Source: an optimization exercise on an open RTL-to-GDS flow (aim: small area). Production flows keep margins and buffers that such runs may drop. At most, simulation tests tie the RTL to the original design; equivalence was not proved.

==> inputs of job 1347 <==
==> flow/design.v (excerpt) <==
module foc_svpwm (
        input clk,
        input rst,
        input [17:0] theta,
        input theta_valid,
        output [47:0] comp1,
        output [47:0] comp2,
        output comp_valid
    );
clock: 10.0 ns
lec_check: 0
abc_area: 1
cap_margin: 20
core_margin: 2
core_utilization: 75
cts_buf_list: sky130_fd_sc_hd__clkbuf_4 sky130_fd_sc_hd__clkbuf_8
cts_cluster_diameter: 50
cts_cluster_size: 16
slew_margin: 20
run.sh (not shown) runs the stock make flow with config.mk's settings and CLKGATE_MAP_FILE= SYNTH_SCRIPT=/design/flow/synth_recipe.tcl, a recipe that flattens the netlist after the stock synthesis.
==> job 1832: changes against job 1347 <==
--- a/flow/design.v
+++ b/flow/design.v
@@ -10,57 +10,26 @@
     );
     wire signed [17:0] th = theta;
     wire qa = th > 18'sd51471;
     wire qb = th < -18'sd51471;
     wire [16:0] z0 = qa ? (17'd102943 - theta[16:0]) : qb ? (-theta[16:0] - 17'd102943) : theta[16:0];
     wire n0 = z0[16];
-    wire signed [16:0] z0s = z0;
-    wire n1 = n0 ? (z0s < -17'sd25736) : (z0s < 17'sd25736);
-    reg signed [16:0] t2;
-    always @(*) begin
-        case ({n0, n1})
-            2'b00: t2 = 17'sd40929;
-            2'b01: t2 = 17'sd10543;
-            2'b10: t2 = -17'sd10543;
-            default: t2 = -17'sd40929;
-        endcase
-    end
-    wire n2 = z0s < t2;
-    wire [14:0] z2 = z0[14:0] - t2[14:0];
-    reg qA; reg [2:0] pA; reg [14:0] z2A;
-    always @(posedge clk) begin qA <= qa | qb; pA <= {n0, n1, n2}; z2A <= z2; end
-    wire signed [14:0] z2s = z2A;
-    wire n3 = pA[0] ? (z2s < -15'sd8027) : (z2s < 15'sd8027);
-    reg signed [14:0] t4;
-    always @(*) begin
-        case ({pA[0], n3})
-            2'b00: t4 = 15'sd12102;
-            2'b01: t4 = 15'sd3952;
-            2'b10: t4 = -15'sd3952;
-            default: t4 = -15'sd12102;
-        endcase
-    end
-    wire n4 = z2s < t4;
-    reg [11:0] t5;
-    always @(*) begin
-        case ({pA[0], n3, n4})
-            3'b000: t5 = 12'd1859;
-            3'b001: t5 = 12'd1865;
-            3'b010: t5 = 12'd1901;
-            3'b011: t5 = 12'd1907;
-            3'b100: t5 = 12'd2189;
-            3'b101: t5 = 12'd2195;
-            3'b110: t5 = 12'd2231;
-            3'b111: t5 = 12'd2237;
-            default: t5 = 12'd0;
-        endcase
-    end
-    wire [11:0] z5 = z2A[11:0] - t5;
+    wire [15:0] z1 = n0 ? z0[15:0] + 16'd25736 : z0[15:0] - 16'd25736;
+    wire n1 = z1[15];
+    wire [14:0] z2 = n1 ? z1[14:0] + 15'd15193 : z1[14:0] - 15'd15193;
+    reg qA; reg [1:0] pA; reg [14:0] z2A;
+    always @(posedge clk) begin qA <= qa | qb; pA <= {n0, n1}; z2A <= z2; end
+    wire n2 = z2A[14];
+    wire [13:0] z3 = n2 ? z2A[13:0] + 14'd8027 : z2A[13:0] - 14'd8027;
+    wire n3 = z3[13];
+    wire [12:0] z4 = n3 ? z3[12:0] + 13'd4075 : z3[12:0] - 13'd4075;
+    wire n4 = z4[12];
+    wire [11:0] z5 = n4 ? z4[11:0] + 12'd2045 : z4[11:0] - 12'd2045;
     reg [16:0] x5t, y5t;
     always @(*) begin
-        case ({pA, n3, n4})
+        case ({pA, n2, n3, n4})
             5'd1: begin x5t = 17'd487; y5t = 17'd32743; end
             5'd2: begin x5t = 17'd4528; y5t = 17'd32431; end
             5'd3: begin x5t = 17'd8530; y5t = 17'd31615; end
             5'd4: begin x5t = 17'd12144; y5t = 17'd30410; end
             5'd5: begin x5t = 17'd15836; y5t = 17'd28662; end
             5'd6: begin x5t = 17'd19256; y5t = 17'd26485; end
ABC_AREA = not set   (was 1)
==> notes.md <==
- Against job 1347, the global-route usage of job 1832 is lower by 0.46 points.
- In job 1832 the clock skew is higher than in job 1347, by 27 ps.
- In job 1832 the cell count is lower than in job 1347, by about 1.4%.
- Of job 1347 and job 1832, job 1832 has the higher first-iteration DRC count (gap 18%, measured against job 1832).
- Of job 1347 and job 1832, job 1347 has the higher count of clock-buffer cells in the layout (gap 5).
- Against job 1832, the hold slack of job 1347 is better by 10 ps.
- Against job 1347, the area after synthesis of job 1832 is larger by about 3%.
- Between job 1347 and job 1832, the lower via count is in job 1347 (gap 2.4%, measured against job 1832).
==> figures <==
item	job 1832	job 1347
End-of-flow core utilization	81.2%	81.4%
Met1 Usage GRT	36.8%	35.9%
Share of final-layout standard cells stronger than drive strength 1	4.75%	4.43%
Highest-delay cell along the critical path	fa_1	xor2_1
Violation count after the first detailed-route iteration	1,315	1,079
Fraction of the mapped netlist area in compound gates	7.50%	5.09%
Count of multi-input combinational gates	1,765	1,710
Final critical-path share of the clock period	92.1%	93.4%
Async set or reset register ratio after synthesis	2.66%	2.65%
Placement Setup Slack	767 ps	753 ps
Run status	finished clean	finished clean
Number of vias per cell	5.51	5.30
Netlist area before placement	31,500 um^2	30,600 um^2
Synthesized flop and latch total	451	452
No functional check of the RTL was part of any run of this note.

==> 10-19 <==
==> flow/design.v <==
`timescale 1ns / 1ps
module foc_svpwm (
        input clk,
        input rst,
        input [17:0] theta,
        input theta_valid,
        output [47:0] comp1,
        output [47:0] comp2,
        output comp_valid
    );
    wire signed [17:0] th = theta;
    wire qa = th > 18'sd51471;
    wire qb = th < -18'sd51471;
    wire [16:0] z0 = qa ? (17'd102943 - theta[16:0]) : qb ? (-theta[16:0] - 17'd102943) : theta[16:0];
    wire n0 = z0[16];
    wire [15:0] z1 = n0 ? z0[15:0] + 16'd25736 : z0[15:0] - 16'd25736;
    wire n1 = z1[15];
    wire [14:0] z2 = n1 ? z1[14:0] + 15'd15193 : z1[14:0] - 15'd15193;
    reg qA; reg [1:0] pA; reg [14:0] z2A;
    always @(posedge clk) begin qA <= qa | qb; pA <= {n0, n1}; z2A <= z2; end
    wire n2 = z2A[14];
    wire [13:0] z3 = n2 ? z2A[13:0] + 14'd8027 : z2A[13:0] - 14'd8027;
    wire n3 = z3[13];
    wire [12:0] z4 = n3 ? z3[12:0] + 13'd4075 : z3[12:0] - 13'd4075;
    wire n4 = z4[12];
    wire [11:0] z5 = n4 ? z4[11:0] + 12'd2045 : z4[11:0] - 12'd2045;
    reg [16:0] x5t, y5t;
    always @(*) begin
        case ({pA, n2, n3, n4})
            5'd1: begin x5t = 17'd487; y5t = 17'd32743; end
            5'd2: begin x5t = 17'd4528; y5t = 17'd32431; end
            5'd3: begin x5t = 17'd8530; y5t = 17'd31615; end
            5'd4: begin x5t = 17'd12144; y5t = 17'd30410; end
            5'd5: begin x5t = 17'd15836; y5t = 17'd28662; end
            5'd6: begin x5t = 17'd19256; y5t = 17'd26485; end
            5'd7: begin x5t = 17'd22404; y5t = 17'd23883; end
            5'd8: begin x5t = 17'd23883; y5t = 17'd22404; end
            5'd9: begin x5t = 17'd26485; y5t = 17'd19256; end
            5'd10: begin x5t = 17'd28662; y5t = 17'd15836; end
            5'd11: begin x5t = 17'd30410; y5t = 17'd12144; end
            5'd12: begin x5t = 17'd31615; y5t = 17'd8530; end
            5'd13: begin x5t = 17'd32431; y5t = 17'd4528; end
            5'd14: begin x5t = 17'd32743; y5t = 17'd487; end
            5'd17: begin x5t = 17'd32743; y5t = 17'd130585; end
            5'd18: begin x5t = 17'd32433; y5t = 17'd126544; end
            5'd19: begin x5t = 17'd31615; y5t = 17'd122542; end
            5'd20: begin x5t = 17'd30411; y5t = 17'd118927; end
            5'd21: begin x5t = 17'd28661; y5t = 17'd115235; end
            5'd22: begin x5t = 17'd26484; y5t = 17'd111816; end
            5'd23: begin x5t = 17'd23880; y5t = 17'd108670; end
            5'd24: begin x5t = 17'd22405; y5t = 17'd107189; end
            5'd25: begin x5t = 17'd19257; y5t = 17'd104587; end
            5'd26: begin x5t = 17'd15837; y5t = 17'd102410; end
            5'd27: begin x5t = 17'd12145; y5t = 17'd100662; end
            5'd28: begin x5t = 17'd8531; y5t = 17'd99456; end
            5'd29: begin x5t = 17'd4527; y5t = 17'd98640; end
            5'd30: begin x5t = 17'd486; y5t = 17'd98330; end
            default: begin x5t = 17'bx; y5t = 17'bx; end
        endcase
    end
    reg qS0; reg [10:0] bS0; reg [16:0] x5, y5;
    always @(posedge clk) begin qS0 <= qA; bS0 <= {~z5[11], z5[10:1]}; x5 <= x5t; y5 <= y5t; end
    wire u5 = bS0[10];
    wire d5 = ~bS0[10];
    wire [16:0] tx5 = $signed(x5) >>> 5;
    wire [16:0] ty5 = $signed(y5) >>> 5;
    wire [16:0] x6w, y6w;
    rca #(17) ax5 (x5, ~(ty5 ^ {17{d5}}), u5, x6w);
    rca #(17) ay5 (y5, ~(tx5 ^ {17{u5}}), d5, y6w);
    reg qS1; reg [16:0] x6r, y6r; reg [10:0] bS1;
    always @(posedge clk) begin qS1 <= qS0; x6r <= x6w; y6r <= y6w; bS1 <= bS0; end
    wire u6 = bS1[9];
    wire d6 = ~bS1[9];
    wire [16:0] tx6 = $signed(x6r) >>> 6;
    wire [16:0] ty6 = $signed(y6r) >>> 6;
    wire [16:0] x7w, y7w;
    rca #(17) ax6 (x6r, ~(ty6 ^ {17{d6}}), u6, x7w);
    rca #(17) ay6 (y6r, ~(tx6 ^ {17{u6}}), d6, y7w);
    reg qS2; reg [16:0] x7r, y7r; reg [10:0] bS2;
    always @(posedge clk) begin qS2 <= qS1; x7r <= x7w; y7r <= y7w; bS2 <= bS1; end
    wire u7 = bS2[8];
    wire d7 = ~bS2[8];
    wire [16:0] tx7 = $signed(x7r) >>> 7;
    wire [16:0] ty7 = $signed(y7r) >>> 7;
    wire [16:0] x8w, y8w;
    rca #(17) ax7 (x7r, ~(ty7 ^ {17{d7}}), u7, x8w);
    rca #(17) ay7 (y7r, ~(tx7 ^ {17{u7}}), d7, y8w);
    reg qS3; reg [16:0] x8r, y8r; reg [10:0] bS3;
    always @(posedge clk) begin qS3 <= qS2; x8r <= x8w; y8r <= y8w; bS3 <= bS2; end
    wire u8 = bS3[7];
    wire d8 = ~bS3[7];
    wire [16:0] tx8 = $signed(x8r) >>> 8;
    wire [16:0] ty8 = $signed(y8r) >>> 8;
    wire [16:0] x9w, y9w;
    rca #(17) ax8 (x8r, ~(ty8 ^ {17{d8}}), u8, x9w);
    rca #(17) ay8 (y8r, ~(tx8 ^ {17{u8}}), d8, y9w);
    reg qS4; reg [16:0] x9r, y9r; reg [10:0] bS4;
    always @(posedge clk) begin qS4 <= qS3; x9r <= x9w; y9r <= y9w; bS4 <= bS3; end
    wire u9 = bS4[6];
    wire d9 = ~bS4[6];
    wire [16:0] tx9 = $signed(x9r) >>> 9;
    wire [16:0] ty9 = $signed(y9r) >>> 9;
    wire [16:0] x10w, y10w;
    rca #(17) ax9 (x9r, ~(ty9 ^ {17{d9}}), u9, x10w);
    rca #(17) ay9 (y9r, ~(tx9 ^ {17{u9}}), d9, y10w);
    reg qS5; reg [16:0] x10r, y10r; reg [10:0] bS5;
    always @(posedge clk) begin qS5 <= qS4; x10r <= x10w; y10r <= y10w; bS5 <= bS4; end
    wire u10 = bS5[5];
    wire d10 = ~bS5[5];
    wire [16:0] tx10 = $signed(x10r) >>> 10;
    wire [16:0] ty10 = $signed(y10r) >>> 10;
    wire [16:0] x11w, y11w;
    rca #(17) ax10 (x10r, ~(ty10 ^ {17{d10}}), u10, x11w);
    rca #(17) ay10 (y10r, ~(tx10 ^ {17{u10}}), d10, y11w);
    reg qS6; reg [16:0] x11r, y11r; reg [10:0] bS6;
    always @(posedge clk) begin qS6 <= qS5; x11r <= x11w; y11r <= y11w; bS6 <= bS5; end
    wire u11 = bS6[4];
    wire d11 = ~bS6[4];
    wire [16:0] tx11 = $signed(x11r) >>> 11;
    wire [16:0] ty11 = $signed(y11r) >>> 11;
    wire [16:0] x12w, y12w;
    rca #(17) ax11 (x11r, ~(ty11 ^ {17{d11}}), u11, x12w);
    rca #(17) ay11 (y11r, ~(tx11 ^ {17{u11}}), d11, y12w);
    reg qS7; reg [16:0] x12r, y12r; reg [10:0] bS7;
    always @(posedge clk) begin qS7 <= qS6; x12r <= x12w; y12r <= y12w; bS7 <= bS6; end
    wire u12 = bS7[3];
    wire d12 = ~bS7[3];
    wire [16:0] tx12 = $signed(x12r) >>> 12;
    wire [16:0] ty12 = $signed(y12r) >>> 12;
    wire [16:0] x13w, y13w;
    rca #(17) ax12 (x12r, ~(ty12 ^ {17{d12}}), u12, x13w);
    rca #(17) ay12 (y12r, ~(tx12 ^ {17{u12}}), d12, y13w);
    reg qS8; reg [16:0] x13r, y13r; reg [10:0] bS8;
    always @(posedge clk) begin qS8 <= qS7; x13r <= x13w; y13r <= y13w; bS8 <= bS7; end
    wire u13 = bS8[2];
    wire d13 = ~bS8[2];
    wire [16:0] tx13 = $signed(x13r) >>> 13;
    wire [16:0] ty13 = $signed(y13r) >>> 13;
    wire [16:0] x14w, y14w;
    rca #(17) ax13 (x13r, ~(ty13 ^ {17{d13}}), u13, x14w);
    rca #(17) ay13 (y13r, ~(tx13 ^ {17{u13}}), d13, y14w);
    reg qS9; reg [16:0] x14r, y14r; reg [10:0] bS9;
    always @(posedge clk) begin qS9 <= qS8; x14r <= x14w; y14r <= y14w; bS9 <= bS8; end
    wire u14 = bS9[1];
    wire d14 = ~bS9[1];
    wire [16:0] tx14 = $signed(x14r) >>> 14;
    wire [16:0] ty14 = $signed(y14r) >>> 14;
    wire [16:0] x15w, y15w;
    rca #(17) ax14 (x14r, ~(ty14 ^ {17{d14}}), u14, x15w);
    rca #(17) ay14 (y14r, ~(tx14 ^ {17{u14}}), d14, y15w);
    reg qS10; reg [16:0] x15r, y15r; reg [10:0] bS10;
    always @(posedge clk) begin qS10 <= qS9; x15r <= x15w; y15r <= y15w; bS10 <= bS9; end
    wire u15 = bS10[0];
    wire d15 = ~bS10[0];
    wire [16:0] tx15 = $signed(x15r) >>> 15;
    wire [16:0] ty15 = $signed(y15r) >>> 15;
    wire [16:0] x16w, y16w;
    rca #(17) ax15 (x15r, ~(ty15 ^ {17{d15}}), u15, x16w);
    rca #(17) ay15 (y15r, ~(tx15 ^ {17{u15}}), d15, y16w);
    wire x16z = ~|x16w[8:0];
    wire [7:0] cneg;
    rca #(8) acn (~x16w[16:9], 8'd0, x16z, cneg);
    reg [15:0] alS; reg [7:0] beS;
    always @(posedge clk) begin alS <= y16w[16:1]; beS <= qS10 ? cneg : x16w[16:9]; end
    wire [16:0] a = {alS[15], alS};
    wire [17:0] a3;
    rca #(18) aa3 ({a[16], a}, {a, 1'b0}, a[16], a3);
    wire [16:0] g = a3[17:1];
    wire [16:0] b = {{9{beS[7]}}, beS};
    wire [16:0] mt1, mt2, m, m3;
    rca #(17) am1 ({b[8:0], 8'd0}, ~{b[11:0], 5'd0}, 1'b1, mt1);
    rca #(17) am2 (mt1, ~{b[14:0], 2'd0}, 1'b1, mt2);
    rca #(17) am3 (mt2, b, 1'b0, m);
    rca #(17) am4 (m, {m[15:0], 1'b0}, 1'b0, m3);
    reg [16:0] gS, mS, m3S;
    always @(posedge clk) begin gS <= g; mS <= m; m3S <= m3; end
    wire [16:0] s1, s2, gm3, gp3;
    rca #(17) as1 (gS, mS, 1'b0, s1);          
    rca #(17) as2 (gS, ~mS, 1'b1, s2);         
    rca #(17) ag1 (m3S, ~gS, 1'b1, gm3);       
    rca #(17) ag2 (gS, m3S, 1'b0, gp3);        
    wire amid = s2[16] ^ s1[16];
    wire bmid = ~amid & ~(s2[16] ^ mS[16]);
    wire cmid = ~amid & ~bmid;
    reg [16:0] nuS, nvS, swS;
    reg nviS;
    always @(posedge clk) begin
        nuS <= amid ? {gS[15:0], 1'b0} : bmid ? s1 : s2;
        nvS <= amid ? {mS[15:0], 1'b0} : bmid ? gm3 : ~s2;
        nviS <= cmid;
        swS <= amid ? {mS[15:0], 1'b0} : bmid ? s1 : gp3;
    end
    wire [11:0] cu, cv, cw;
    cmul mu (nuS, 1'b0, cu);
    cmul mv (nvS, nviS, cv);
    cmul mw (~swS, 1'b1, cw);
    reg [11:0] cuS, cvS, cwS;
    always @(posedge clk) begin cuS <= cu; cvS <= cv; cwS <= cw; end
    wire [12:0] du, dv, dw;
    rca #(13) adu (13'd4998, ~{1'b0, cuS}, 1'b1, du);
    rca #(13) adv (13'd4998, ~{1'b0, cvS}, 1'b1, dv);
    rca #(13) adw (13'd4998, ~{1'b0, cwS}, 1'b1, dw);
    assign comp1 = {4'd0, cuS, 4'd0, cvS, 4'd0, cwS};
    assign comp2 = {3'd0, du, 3'd0, dv, 3'd0, dw};
    reg [15:0] vS;
    always @(posedge clk or posedge rst)
        if (rst) vS <= 16'd0;
        else vS <= {vS[14:0], theta_valid};
    assign comp_valid = vS[15];
endmodule
module rca #(parameter W = 8) (
        input [W-1:0] a,
        input [W-1:0] b,
        input ci,
        output [W-1:0] s
    );
    wire [W:0] c;
    assign c[0] = ci;
    genvar j;
    generate
        for (j = 0; j < W; j = j + 1) begin : bit_
            assign s[j] = a[j] ^ b[j] ^ c[j];
            assign c[j+1] = (a[j] & b[j]) | (c[j] & (a[j] ^ b[j]));
        end
    endgenerate
endmodule
module cmul (
        input [16:0] w,
        input inc,
        output [11:0] c
    );
    wire [16:0] wo = w ^ 17'h10000;
    wire [26:0] p0 = {wo, 10'd0};
    wire [26:0] p1 = {2'd0, wo, 8'd0};
    wire [26:0] p2 = {5'd0, ~wo, 5'd0};
    wire [26:0] p3 = {10'd0, wo};
    wire [26:0] k = inc ? 27'd89163008 : 27'd89161759;
    wire [26:0] sa = p0 ^ p1 ^ p2;
    wire [26:0] ca = {(p0[25:0] & p1[25:0]) | (p0[25:0] & p2[25:0]) | (p1[25:0] & p2[25:0]), 1'b0};
    wire [26:0] sb = sa ^ ca ^ p3;
    wire [26:0] cb = {(sa[25:0] & ca[25:0]) | (sa[25:0] & p3[25:0]) | (ca[25:0] & p3[25:0]), 1'b0};
    wire [26:0] sc = sb ^ cb ^ k;
    wire [26:0] cc = {(sb[25:0] & cb[25:0]) | (sb[25:0] & k[25:0]) | (cb[25:0] & k[25:0]), 1'b0};
    wire [26:0] t;
    rca #(27) af (sc, cc, 1'b0, t);
    assign c = t[26:15];
endmodule
==> flow/run.sh <==
#!/bin/bash
# synth_recipe.tcl (not shown) runs the flow's synth.tcl, then flattens the netlist and writes it again
# the make line also repeats each setting of config.mk as NAME=value (left out here)
make -C /OpenROAD-flow-scripts/flow DESIGN_CONFIG=/design/flow/config.mk WORK_HOME=/design/flow/orfs CLKGATE_MAP_FILE= SYNTH_SCRIPT=/design/flow/synth_recipe.tcl finish
==> flow/config.mk <==
export PLATFORM = sky130hd
export DESIGN_NAME = foc_svpwm
export DESIGN_NICKNAME = foc_svpwm
export VERILOG_FILES = /design/flow/design.v
export SDC_FILE = /design/flow/constraint.sdc
export NUM_CORES = 4
export LEC_CHECK = 0
export CAP_MARGIN = 20
export CORE_MARGIN = 2
export CORE_UTILIZATION = 40
export SLEW_MARGIN = 20
==> flow/constraint.sdc <==
create_clock -name core_clock -period 10.0 [get_ports {clk}]
set_input_delay 2.0000 -clock core_clock [delete_from_list [all_inputs] [get_ports {clk}]]
set_output_delay 2.0000 -clock core_clock [all_outputs]
set_load 0.01 [all_outputs]
==> inputs of 12-27, as changes to 10-19 <==
CORE_UTILIZATION = 60   (was 40)
CTS_BUF_LIST = sky130_fd_sc_hd__clkbuf_2 sky130_fd_sc_hd__clkbuf_4 sky130_fd_sc_hd__clkbuf_8   (was unset)
==> notes.md <==
Of 12-27 and 10-19, 12-27 has the higher maximum frequency (gap about 4%, measured against 10-19). In synthesized cell count, 12-27 and 10-19 do not differ. Between 12-27 and 10-19, the lower routed wire length is in 10-19 (gap about 4.3%, measured against 10-19). Of 10-19 and 12-27, 10-19 has the higher cell count (gap 8.7%, measured against 12-27). Against 10-19, the worst hold slack of 12-27 is worse by 0.039 ns. Of 12-27 and 10-19, 12-27 has the higher register-to-register slack (gap 0.32 ns). Against 12-27, the non-clock buffer count of 10-19 is higher by 1. 10-19 completed with no timing, DRC or antenna violations. 12-27 finished clean. Of 12-27 and 10-19, 12-27 has the higher global-route usage (gap 8.1 points).

==> re-timing with driven ports <==
How much do the figures lean on ideal ports? The routed layouts below were timed once more, with nothing changed but the port constraints. Step 1, drivers: a clkbuf_16 drives clk and a buf_2 each remaining input, both assumed. Step 2 moves the port delays by t, midway between the first and last clock arrival at a register: inputs arrive t later, outputs are due t later. That takes back most of the time a late clock gives input paths. a / b / c = ideal ports / drivers / drivers and shift; a / b = the first two.
run	t (ns)	setup WS [ns]	worst setup path at the end	clock arrival spread, ns	worst slew at a driven data input, ns
job 1347	0.690	0.656 / 0.656 / 0.656	register to register	0.026 / 0.026	0.04
job 1832	0.684	0.794 / 0.794 / 0.628	input to register	0.049 / 0.049	0.04
10-19	0.667	1.147 / 1.147 / 1.147	register to register	0.019 / 0.019	0.03
12-27	0.731	1.472 / 1.472 / 1.185	input to register	0.062 / 0.062	0.04
After both steps every run listed still meets setup and hold. For 12-27, which loses most, drivers alone change the setup slack by 0.000 ns; drivers and shift together by -0.287 ns.
